This design comes from an exercise in tuning for small area, a short achievable clock period and few clock cycles per item on the open sky130 flow, not from production work. RTL that was checked went through simulation tests only; none was proved equivalent to the original. The RTL of run 2 was laid out without a check of its function.

$ cat config.mk
export PLATFORM = sky130hd
export DESIGN_NAME = gcd_coprocessor
export DESIGN_NICKNAME = gcd_coprocessor
export VERILOG_FILES = /design/flow/design.v
export SDC_FILE = /design/flow/constraint.sdc
export NUM_CORES = 4
export LEC_CHECK = 0
export CAP_MARGIN = 20
export CORE_MARGIN = 2
export CORE_UTILIZATION = 40
export SETUP_SLACK_MARGIN = 1.5
export SLEW_MARGIN = 20
$ cat constraint.sdc
create_clock -name core_clock -period 5.5 [get_ports {clk}]
set_input_delay 1.1000 -clock core_clock [delete_from_list [all_inputs] [get_ports {clk}]]
set_output_delay 1.1000 -clock core_clock [all_outputs]
set_load 0.01 [all_outputs]
$ cat design.v
module gcd_datapath #( parameter W = 32, parameter M = 4 )
(
  input              clk,
  input              load,       
  input  [W-1:0]     operands_bits_A,
  input  [W-1:0]     operands_bits_B,
  output             done,
  output [W-1:0]     result_y,
  output [4:0]       result_k
);
  reg [W-1:0] x, y;
  reg [4:0]   k;
  reg         owe;    
  wire [W-1:0] e  = x ^ y;
  wire         xz = ~|x;
  wire         eq = ~|e;
  wire [W:0]   d   = {1'b0, x} - {1'b0, y};
  wire         neg = d[W];
  reg  [W-1:0] pmsh;
  reg          orr;
  integer j;
  always @* begin
    orr = 1'b0;
    for (j = 0; j < M; j = j + 1) orr = orr | e[j];
    pmsh[0] = 1'b0;
    for (j = 1; j < W; j = j + 1) begin
      if (j + M - 1 < W) orr = orr | e[j+M-1];
      pmsh[j] = orr;
    end
  end
  function [2:0] samt(input [W-1:0] v);
    integer i;
    reg found;
    begin
      samt = M;
      found = 1'b0;
      for (i = 1; i < M; i = i + 1)
        if (!found && v[i]) begin samt = i; found = 1'b1; end
    end
  endfunction
  wire dn    = xz | (eq & ~owe);
  wire c_sub = x[0] & y[0];
  wire c_be  = ~x[0] & ~y[0];
  wire c_one = owe | c_be;
  wire c_x   = ~c_one & ~c_sub & ~x[0];     
  wire s_ad  = ~c_one & c_sub;
  wire [W+M-1:0] src = s_ad ? {{(M-1){neg}}, d} : {{M{1'b0}}, c_x ? x : y};
  wire [2:0]     s   = c_one ? 3'd1 : samt(s_ad ? e : c_x ? x : y);
  wire [W+M-1:0] srs = src >> s;
  wire [W-1:0]   sh  = srs[W-1:0] ^ (pmsh & {W{s_ad & neg}});
  wire         y_from_x = s_ad ? neg : ~c_x;
  assign done     = dn;
  assign result_y = y;
  assign result_k = k;
  always @(posedge clk) begin
    x <= load ? operands_bits_A : (sh & {W{~dn}});
  end
  always @(posedge clk) begin
    if (load) begin
      y   <= operands_bits_B;
      k   <= 5'd0;
      owe <= 1'b0;
    end else if (!dn) begin
      if (y_from_x) y <= x;
      owe <= c_be & ~owe;
      if (c_be & ~owe) k <= k + 5'd1;
    end
  end
endmodule
module gcd_coprocessor #( parameter W = 32 ) (
  input clk,
  input reset,
  input operands_val,
  input [W-1:0] operands_bits_A,
  input [W-1:0] operands_bits_B,
  output operands_rdy,
  output result_val,
  output [W-1:0] result_bits,
  input result_rdy
);
  localparam N = 16;
  reg  [N-1:0] wsel, rsel;      
  reg  [N-1:0] busy;
  reg          ov;
  reg  [W-1:0] od;
  wire [N-1:0] done;
  wire [W-1:0] ry [0:N-1];
  wire [4:0]   rk [0:N-1];
  reg [W-1:0] sy;
  reg [4:0]   sk;
  integer i;
  always @* begin
    sy = {W{1'b0}};
    sk = 5'd0;
    for (i = 0; i < N; i = i + 1) begin
      sy = sy | (ry[i] & {W{rsel[i]}});
      sk = sk | (rk[i] & {5{rsel[i]}});
    end
  end
  reg          rdy_q;
  wire         take  = |(rsel & busy & done) & (~ov | result_rdy);
  wire         acc   = operands_val & rdy_q;
  wire [N-1:0] wsel_n = acc  ? {wsel[N-2:0], wsel[N-1]} : wsel;
  wire [N-1:0] busy_n = (busy & ~(rsel & {N{take}})) | (wsel & {N{acc}});
  assign operands_rdy = rdy_q;
  wire [W-1:0] ld_B = (operands_bits_B == {W{1'b0}}) ? operands_bits_A : operands_bits_B;
  genvar g;
  generate
    for (g = 0; g < N; g = g + 1) begin : u
      gcd_datapath #(.W(W)) dp (
        .clk(clk),
        .load(wsel[g] & ~busy[g]),
        .operands_bits_A(operands_bits_A),
        .operands_bits_B(ld_B),
        .done(done[g]),
        .result_y(ry[g]),
        .result_k(rk[g]));
    end
  endgenerate
  always @(posedge clk or posedge reset) begin
    if (reset) begin
      wsel <= {{(N-1){1'b0}}, 1'b1};
      rsel <= {{(N-1){1'b0}}, 1'b1};
      busy <= {N{1'b0}};
      rdy_q <= 1'b0;
      ov   <= 1'b0;
    end else begin
      wsel <= wsel_n;
      if (take) rsel <= {rsel[N-2:0], rsel[N-1]};
      busy <= busy_n;
      rdy_q <= |(wsel_n & ~busy_n);
      ov   <= take | (ov & ~result_rdy);
    end
  end
  always @(posedge clk) begin
    if (take) od <= sy << sk;
  end
  assign result_val   = ov;
  assign result_bits  = od;
endmodule
$ cat run.sh
#!/bin/bash
# synth_recipe.tcl (not shown) runs the flow's synth.tcl, then flattens the netlist and writes it again
# the make line also repeats each setting of config.mk as NAME=value (left out here)
make -C /OpenROAD-flow-scripts/flow DESIGN_CONFIG=/design/flow/config.mk WORK_HOME=/design/flow/orfs CLKGATE_MAP_FILE= SYNTH_SCRIPT=/design/flow/synth_recipe.tcl finish
==> run notes, run 1 <==
* Post-synth EDFFs at about 540
* # IOs at 102
* Final setup violating endpoints at 0
* Post-synthesis sequential area ratio at about a quarter
* Routed wire per std cell at ~34 um
* Root buffer cell: clkbuf_16
* Most used cells in the layout excluding fill and tap cells: nand2_1 (2133), o21ai_0 (1447), nor2_1 (1237)
* Tmin final at between 4000 and 5000 ps
* Row cnt at 199
* Max clock buf depth at 4
* Yosys warning count at 2
* Max-Cap Viols at 0
* CP Max Fanout at 24
* Commonest non-fill, non-tap cell in the layout: nand2_1
* Worst Max-Slew Pin Slew at between 1000 and 1500 ps
* Fin. max-slew vios at 0
* Layout cells sized above 1 at between 10% and 20%
* Worst skew pair latency at around 900 ps
* Fin crit share at 77.7%
* Startpoint Class: register
* RSZ-0062 raised after global routing: yes
* Ys flop type: dfxtp_1
* Post-DP Area at between 100000 and 150000 um2
* Syn nets at roughly 17000
* Instance count of the mapped netlist at 16100
* DRT antenna net count at 0
* Die footprint at roughly 300000 um2
* CTS tree: built
* Initial antenna violation count at 99
* Die Y at approximately 550 um
* Via/cell ratio at 6.79
* Num CTS Buffers at 165
* #FFs+latches synth at approximately 1200
* Via Count at around 140k
* Filler Cells Inserted at ~30000
* Routed WL at 688 mm
* Total GRT Usage at 43.5%
* Data arrival, critical path at about 4800 ps
* Worst-path clk slew at around 60 ps
* WP data required at 6070 ps
* H-tree depth at 4
* Post-synth cell types at 121
* Initial DRT Pass Iterations at 8
* CP endpoint kind: register
* Mapped cell area at 118000 um2
* Final net count at 16700
* I/O Buffers at between 100 and 150
* Syn_area_per_cell at ~7.3 um2
* GPL Wtd Cong at 1.09
* Skew final at ~68 ps
* Starting Density at 40.1%
* Area of the core at 294000 um2
* HP Class: reg -> reg
* Area grow syn2layout at 15.5%
* Fin cells at 20200
* Vias in the first global route at ~120k
* Initial DRC Count at 21400
* Post-route cell area at between 100000 and 150000 um2
* Hold buffers post-CTS at 0
* Placed cell count at 19400
* Grt ovf at 0
* Kind of critical path: reg -> reg
* Ys async rst share at a little over 4%
* Status: no timing/DRC/antenna violations
* HPWL Detailed at roughly 500 mm
* Number of remaining DRC errors at 0
* Slew margin rel. at around a fifth
* Post-synth top area share at 13.9%
* Post-synth top area cell: edfxtp_1
* Largest net degree at the start of global routing at ~70
* Global-route wire length before repair at about 940 mm
* Final Util at a little under half
* Clock sink count at 1202
* Final TNS setup at 0 ps
* Die Span X at approximately 550 um
* Final Hold Fails at 0
* F_max at between 0.2 and 0.25 GHz
* Synth top area cells: edfxtp_1 (14%), dfxtp_1 (10%), nand2_1 (6.9%)
[critical path, stage by stage, from the launching register on]
cell,delay (ps)
dfrtp_2,600
buf_4,370
a22oi_1,910
nand4_1,390
nor2_1,420
mux2i_1,200
mux2i_1,260
mux2i_1,180
mux2i_1,350
o21ai_0,200
[per-layer routing]
metal / vias to the layer above / part of all wire [%] / GRT usage (%) / routed length [um]
li1: 59200 / - / - / -
met1: 65500 / 37 / 56.4 / 258000
met2: 10500 / 40 / 60.4 / 273000
met3: 2212 / 14 / 12.9 / 96600
met4: 38 / 8.7 / 32.8 / 59900
met5: - / 0.062 / 0.0633 / 423
[sequential cells by signal, summed over array words and instances (netlist names)]
signal and cells:
ov 1, rsel 16, u.dp.y 512, od 32
wsel 16, u.dp.owe 16, u.dp.x 512, u.dp.k 80
busy 16, rdy_q 1
[layout make-up]
type | count | area, um2 | area share, %
repair buffers | 1000 | 8010 | 5.89
clock inverters | 89 | 862 | 0.633
well taps | 3919 | 4900 | 3.60
multi-input cells | 12900 | 84900 | 62.4
diodes | 142 | 355 | 0.261
flip-flops and latches | 1202 | 29800 | 21.9
inverters | 726 | 2740 | 2.01
clock buffers | 204 | 4510 | 3.31
[kinds of logic (layout without fill, tap and decap cells)]
group,after synthesis,count (layout),share of synthesized area [%]
AND/OR/NAND/NOR,5372,5373,20.8
other,0,142,0
AO/OA/AOI/OAI,5654,5662,30.9
adder cells (fa/ha/maj),576,576,6.22
XOR/XNOR,797,797,5.92
flip-flops,1202,1202,25.3
multiplexers,536,536,4.71
buffers and inverters,1923,2019,6.22
[stage by stage]
| step | hold WS (ps) | setup slack [ps] |
|---|---|---|
| 2_1_floorplan | 479 | 1420 |
| 3_3_place_gp | 494 | 628 |
| 3_5_place_dp | 504 | 562 |
| 4_1_cts | 517 | 1410 |
| 5_1_grt | 545 | 1360 |
| 6_report | 523 | 1230 |
[synth_stat cells (75+ instances only)]
cell / n
nor3_1: 340
nor2_1: 1297
a211oi_1: 219
ha_1: 560
nor2b_1: 80
nand4_1: 206
or3_1: 83
o22ai_1: 157
o221ai_1: 79
and3_1: 129
o21a_1: 124
nand3_1: 346
mux2i_1: 465
nand2b_1: 110
nand2_1: 2176
o31ai_1: 264
dfxtp_1: 608
a22o_1: 176
a221oi_1: 130
a21oi_1: 1282
and2_1: 168
a31oi_1: 202
a21o_1: 289
nor4_1: 211
o21ai_0: 1514
o21ai_1: 86
xor2_1: 335
o211ai_1: 194
a22oi_1: 281
xnor2_1: 462
clkbuf_1: 1051
inv_1: 723
buf_1: 75
edfxtp_1: 544
[worst paths after layout]
kind | start | end | slack [ps] | cells after the start
worst min-delay path | u[6].dp.k[4] | u[6].dp.k[4] | 520 | 2
worst max-delay path | rsel[6] | od[29] | 1230 | 9
max in group asynchronous | reset | rsel[15] | 4110 | 3
min in group asynchronous | reset | wsel[4] | 780 | 3
worst max register to register | rsel[6] | od[29] | 1230 | 9
worst min register to register | u[6].dp.k[4] | u[6].dp.k[4] | 520 | 2
[what timing repair did]
item                       4_1_cts  5_1_grt
hold endpoints to repair         0        0
setup endpoints to repair      995     1008
buffers inserted               158      221
pin swaps                       50      135
resized for setup              273      538
gates cloned                     7        3
Testbench counts, summed over its fixed seeds: cycles 3,746, items 2,048.
==> run 2, diff against run 1 <==
--- a/design.v
+++ b/design.v
@@ -15,2 +15,3 @@
   wire         xz = ~|x;
+  wire         yz = ~|y;
   wire         eq = ~|e;
@@ -43,5 +44,5 @@
   wire c_be  = ~x[0] & ~y[0];
-  wire c_one = owe | c_be;
-  wire c_x   = ~c_one & ~c_sub & ~x[0];     
-  wire s_ad  = ~c_one & c_sub;
+  wire c_one = ~yz & (owe | c_be);
+  wire c_x   = ~yz & ~c_one & ~c_sub & ~x[0];     
+  wire s_ad  = ~yz & ~c_one & c_sub;
   wire [W+M-1:0] src = s_ad ? {{(M-1){neg}}, d} : {{M{1'b0}}, c_x ? x : y};
@@ -64,4 +65,6 @@
       if (y_from_x) y <= x;
-      owe <= c_be & ~owe;
-      if (c_be & ~owe) k <= k + 5'd1;
+      if (!yz) begin
+        owe <= c_be & ~owe;
+        if (c_be & ~owe) k <= k + 5'd1;
+      end
     end
@@ -99,9 +102,7 @@
   end
-  reg          rdy_q;
   wire         take  = |(rsel & busy & done) & (~ov | result_rdy);
-  wire         acc   = operands_val & rdy_q;
-  wire [N-1:0] wsel_n = acc  ? {wsel[N-2:0], wsel[N-1]} : wsel;
-  wire [N-1:0] busy_n = (busy & ~(rsel & {N{take}})) | (wsel & {N{acc}});
-  assign operands_rdy = rdy_q;
-  wire [W-1:0] ld_B = (operands_bits_B == {W{1'b0}}) ? operands_bits_A : operands_bits_B;
+  wire [N-1:0] freed = rsel & {N{take}};
+  wire [N-1:0] avail = ~busy | freed;
+  assign operands_rdy = |(wsel & avail);
+  wire         acc   = operands_val & operands_rdy;
   genvar g;
@@ -111,5 +112,5 @@
         .clk(clk),
-        .load(wsel[g] & ~busy[g]),
+        .load(wsel[g] & avail[g]),
         .operands_bits_A(operands_bits_A),
-        .operands_bits_B(ld_B),
+        .operands_bits_B(operands_bits_B),
         .done(done[g]),
@@ -124,9 +125,7 @@
       busy <= {N{1'b0}};
-      rdy_q <= 1'b0;
       ov   <= 1'b0;
     end else begin
-      wsel <= wsel_n;
+      if (acc)  wsel <= {wsel[N-2:0], wsel[N-1]};
       if (take) rsel <= {rsel[N-2:0], rsel[N-1]};
-      busy <= busy_n;
-      rdy_q <= |(wsel_n & ~busy_n);
+      busy <= (busy & ~freed) | (wsel & {N{acc}});
       ov   <= take | (ov & ~result_rdy);
--- a/config.mk
+++ b/config.mk
@@ -9,4 +9,4 @@
 export CORE_MARGIN = 2
-export CORE_UTILIZATION = 40
-export SETUP_SLACK_MARGIN = 1.5
+export CORE_UTILIZATION = 25
+export PLACE_DENSITY = 0.35
 export SLEW_MARGIN = 20
==> run 2 against run 1 <==
Sequential share of layout area decreased by 1.6 points. Core utilization fell by 16 points. Critical endpoint is now operands_rdy. Critical path depth increased by 10. The layout now fails its checks (negative setup slack). Non-clock buffer count rose by 944. Register-to-register slack got worse by 1100 ps. Largest cell class unchanged. Setup slack lost 1900 ps. Die area increased by 62%. Critical path type is now reg -> out.
==> run notes, run 2 <==
* CP endpoint kind: output pin (was register)
* Area grow syn2layout at 22.4% (was 15.5%)
* Post-synth top area share at 13.6% (was 13.9%)
* Grt ovf at 0 (unchanged)
* Final setup violating endpoints at 1 (was 0)
* WL met3 at 61.6 mm (was 96.6 mm)
* Fin crit share at 111% (was 77.7%)
* Placed cell count at 22900 (was 19400)
* WL met2 at 346 mm (was 273 mm)
* HPWL Detailed at 610 mm (was 505 mm)
* Die Span X at 696 um (was 547 um)
* #FFs+latches synth at 1201 (was 1202)
* Final worst slack at -630 ps (was 1230 ps)
* Data arrival, critical path at 5030 ps (was 4840 ps)
* Synth top area cells: edfxtp_1 (14%), dfxtp_1 (10%), nand2_1 (5.9%) (was edfxtp_1 (14%), dfxtp_1 (10%), nand2_1 (6.9%))
* Root buffer cell: clkbuf_16 (unchanged)
* # IOs at 102 (unchanged)
* Worst-path clk slew at 60 ps (about the same)
* Commonest cells post-synth: nand2_1 (1869), nor2_1 (1297), a21oi_1 (1140) (was nand2_1 (2176), o21ai_0 (1514), nor2_1 (1297))
* F_max at 0.163 GHz (was 0.234 GHz)
* Vias in the first global route at 125000 (was 120000)
* Num CTS Buffers at 178 (was 165)
* CTS tree: built (unchanged)
* Instance count of the mapped netlist at 15600 (was 16100)
* Worst skew pair latency at 990 ps (was 890 ps)
* H-tree depth at 4 (unchanged)
* Worst Max-Slew Pin Slew at 1240 ps (was 1180 ps)
* DRT antenna net count at 0 (unchanged)
* Biggest regs: u.dp.x (512), u.dp.y (512), u.dp.k (80) (unchanged)
* Largest net degree at the start of global routing at 87 (was 69)
* Via Count at 135000 (was 137000)
* Fin cells at 23400 (was 20200)
* Total GRT Usage at 31.2% (was 43.5%)
* Post-synth cell types at 107 (was 121)
* Die Y at 696 um (was 547 um)
* Initial DRC Count at 16000 (was 21400)
* Slew margin rel. at 16.7% (was 21.3%)
* Met1 WL at 343 mm (was 258 mm)
* Post-synth EDFFs at 544 (unchanged)
* Hold buffers post-CTS at 0 (unchanged)
* Max-Cap Viols at 0 (unchanged)
* Area of the core at 478000 um2 (was 294000 um2)
* Via/cell ratio at 5.77 (was 6.79)
* Layout cells sized above 1 at 18.4% (was 13.1%)
* Final Hold Fails at 0 (unchanged)
* Mapped cell area at 120000 um2 (was 118000 um2)
* Clock sink count at 1201 (was 1202)
* Status: complete, but fails checks (was no timing/DRC/antenna violations)
* RSZ-0062 raised after global routing: yes (unchanged)
* Ys flop type: dfxtp_1 (unchanged)
* Most used cells in the layout excluding fill and tap cells: nand2_1 (1864), buf_4 (1821), nor2_1 (1279) (was nand2_1 (2133), o21ai_0 (1447), nor2_1 (1237))
* Post-synth top area cell: edfxtp_1 (unchanged)
* Number of remaining DRC errors at 0 (unchanged)
* Routed wire per std cell at 33.8 um (was 34.0 um)
* Commonest non-fill, non-tap cell in the layout: nand2_1 (unchanged)
* Row cnt at 254 (was 199)
* GPL Wtd Cong at 1.05 (was 1.09)
* Syn_area_per_cell at 7.66 um2 (was 7.34 um2)
* Post-synthesis sequential area ratio at 24.8% (was 25.3%)
* Global-route wire length before repair at 1070 mm (was 941 mm)
* Starting Density at 25.1% (was 40.1%)
* Top sig layer: met5 (unchanged)
* CP Max Fanout at 3 (was 24)
* Max clock buf depth at 4 (unchanged)
* Filler Cells Inserted at 52000 (was 29800)
* WP data required at 4400 ps (was 6070 ps)
* HP Class: in -> reg (was reg -> reg)
* Ys async rst share at 4.08% (was 4.16%)
* Tmin final at 6130 ps (was 4270 ps)
* I/O Buffers at 101 (unchanged)
* Initial DRT Pass Iterations at 6 (was 8)
* Syn nets at 16300 (was 16700)
* Sequential Area at 29800 um2 (about the same)
* Final net count at 17300 (was 16700)
* Die footprint at 485000 um2 (was 299000 um2)
* Skew final at 88.1 ps (was 67.6 ps)
* Fin. max-slew vios at 0 (unchanged)
* Routed WL at 791 mm (was 688 mm)
* Multi-input logic area at 84300 um2 (was 84900 um2)
* Final hold slack at 416 ps (was 523 ps)
* Initial antenna violation count at 136 (was 99)
* Yosys warning count at 2 (unchanged)
* Kind of critical path: reg -> out (was reg -> reg)
* Violated checks: negative setup slack
* Startpoint Class: register (unchanged)
* Most frequent cell after synthesis: nand2_1 (unchanged)
* Pre-CTS WS at -238 ps (was 562 ps)
## run 2: area by class of cell
class	count	share of cell area, %
inverter	733	1.88
antenna	162	0.276
clock buffer	262	3.50
sequential	1201	20.3
multi-input combinational	12600	57.5
timing repair buffer	1944	10.5
tap	6400	5.46
clock inverter	68	0.574
## run 2: path summary, 6_finish.rpt
path                       slack, ps        endpoint  depth (start not counted)                 from
setup / recovery                -630    operands_rdy                         19        u[2].dp.y[11]
hold / removal                   420  u[14].dp.x[10]                          2  operands_bits_A[10]
setup reg to reg                 170  u[12].dp.y[31]                         18         u[0].dp.y[0]
hold reg to reg                  520    u[9].dp.k[4]                          2         u[9].dp.k[4]
max in group asynchronous       3860         rsel[7]                          3                reset
min in group asynchronous        690         wsel[2]                          2                reset
## run 2: cells by family (layout without fill, tap and decap cells)
logic type	count (synthesis)	in the layout	share of synthesized area, %
xor+xnor	826	826	6.04
flops	1201	1201	24.8
other cells	0	162	0
buf+inv	1824	3007	5.77
mux	1108	1108	9.91
simple gates	5195	5195	20.3
compound gates	4904	4904	27.1
fa+ha+maj	576	576	6.12
## run 2: metal layers
metal | track usage (%) | vias up
met5 | 0 | -
met1 | 41.8 | 67100
met2 | 47.9 | 6354
met3 | 5.86 | 1196
li1 | - | 60300
met4 | 15.4 | 24
## run 2: worst max-delay path, stage by stage (launching register included)
cell and delay (ps):
edfxtp_1 410, inv_1 120, ha_1 250, nand4_1 180, nor2_1 80, nand4_1 240
or4_4 210, buf_12 120, o2111ai_4 170, buf_6 180, buf_4 130, nor4_4 350
buf_6 170, a211oi_4 60, o21a_4 210, or3_4 380, nor3_4 270, nand4_1 190
buf_6 200, buf_6 120
## run 2: timing repair
| action | in CTS | in global routing |
|---|---|---|
| setup endpoints to repair | 1 | 14 |
| pin swaps | 17 | 21 |
| gates resized for setup | 31 | 36 |
| cloned | 0 | 0 |
| setup buffers | 13 | 13 |
## run 2: metrics by stage
stage	instance area [um2]	util, %	setup TNS (ps)
finish	147000	30.7	-630
floorplan	120000	-	0
detailed placement	140000	29.2	-238
CTS	146000	30.5	-683
global route	146000	30.6	-660
global placement	140000	29.2	-222

[afterwards: timing with drivers on the ports]
Ports are ideal in the flow. The routed layouts listed here were re-timed in OpenROAD. Step 1 (the two cells are an assumption about what drives the block):
set clk [get_ports {clk}]
set_driving_cell -lib_cell sky130_fd_sc_hd__clkbuf_16 $clk
set_driving_cell -lib_cell sky130_fd_sc_hd__buf_2 [delete_from_list [all_inputs] $clk]
Step 2 adds t to the input delays and takes it off the output delays; t is the mean of the earliest and latest rising clock arrival at the registers after step 1. Input paths then give back, and output paths get back, about the clock's delay inside the block. a / b / c = no drivers / after step 1 / after step 2; a / b = the first two.
run | t, ns | slack for setup (ns) | worst setup path at the end | latest minus earliest clock arrival (ns) | worst data-port slew with drivers (ns)
run 1 | 0.977 | 1.228 / 1.228 / 1.228 | register to register | 0.076 / 0.076 | 0.07
run 2 | 1.063 | -0.630 / -0.751 / 0.172 | register to register | 0.088 / 0.088 | 0.07
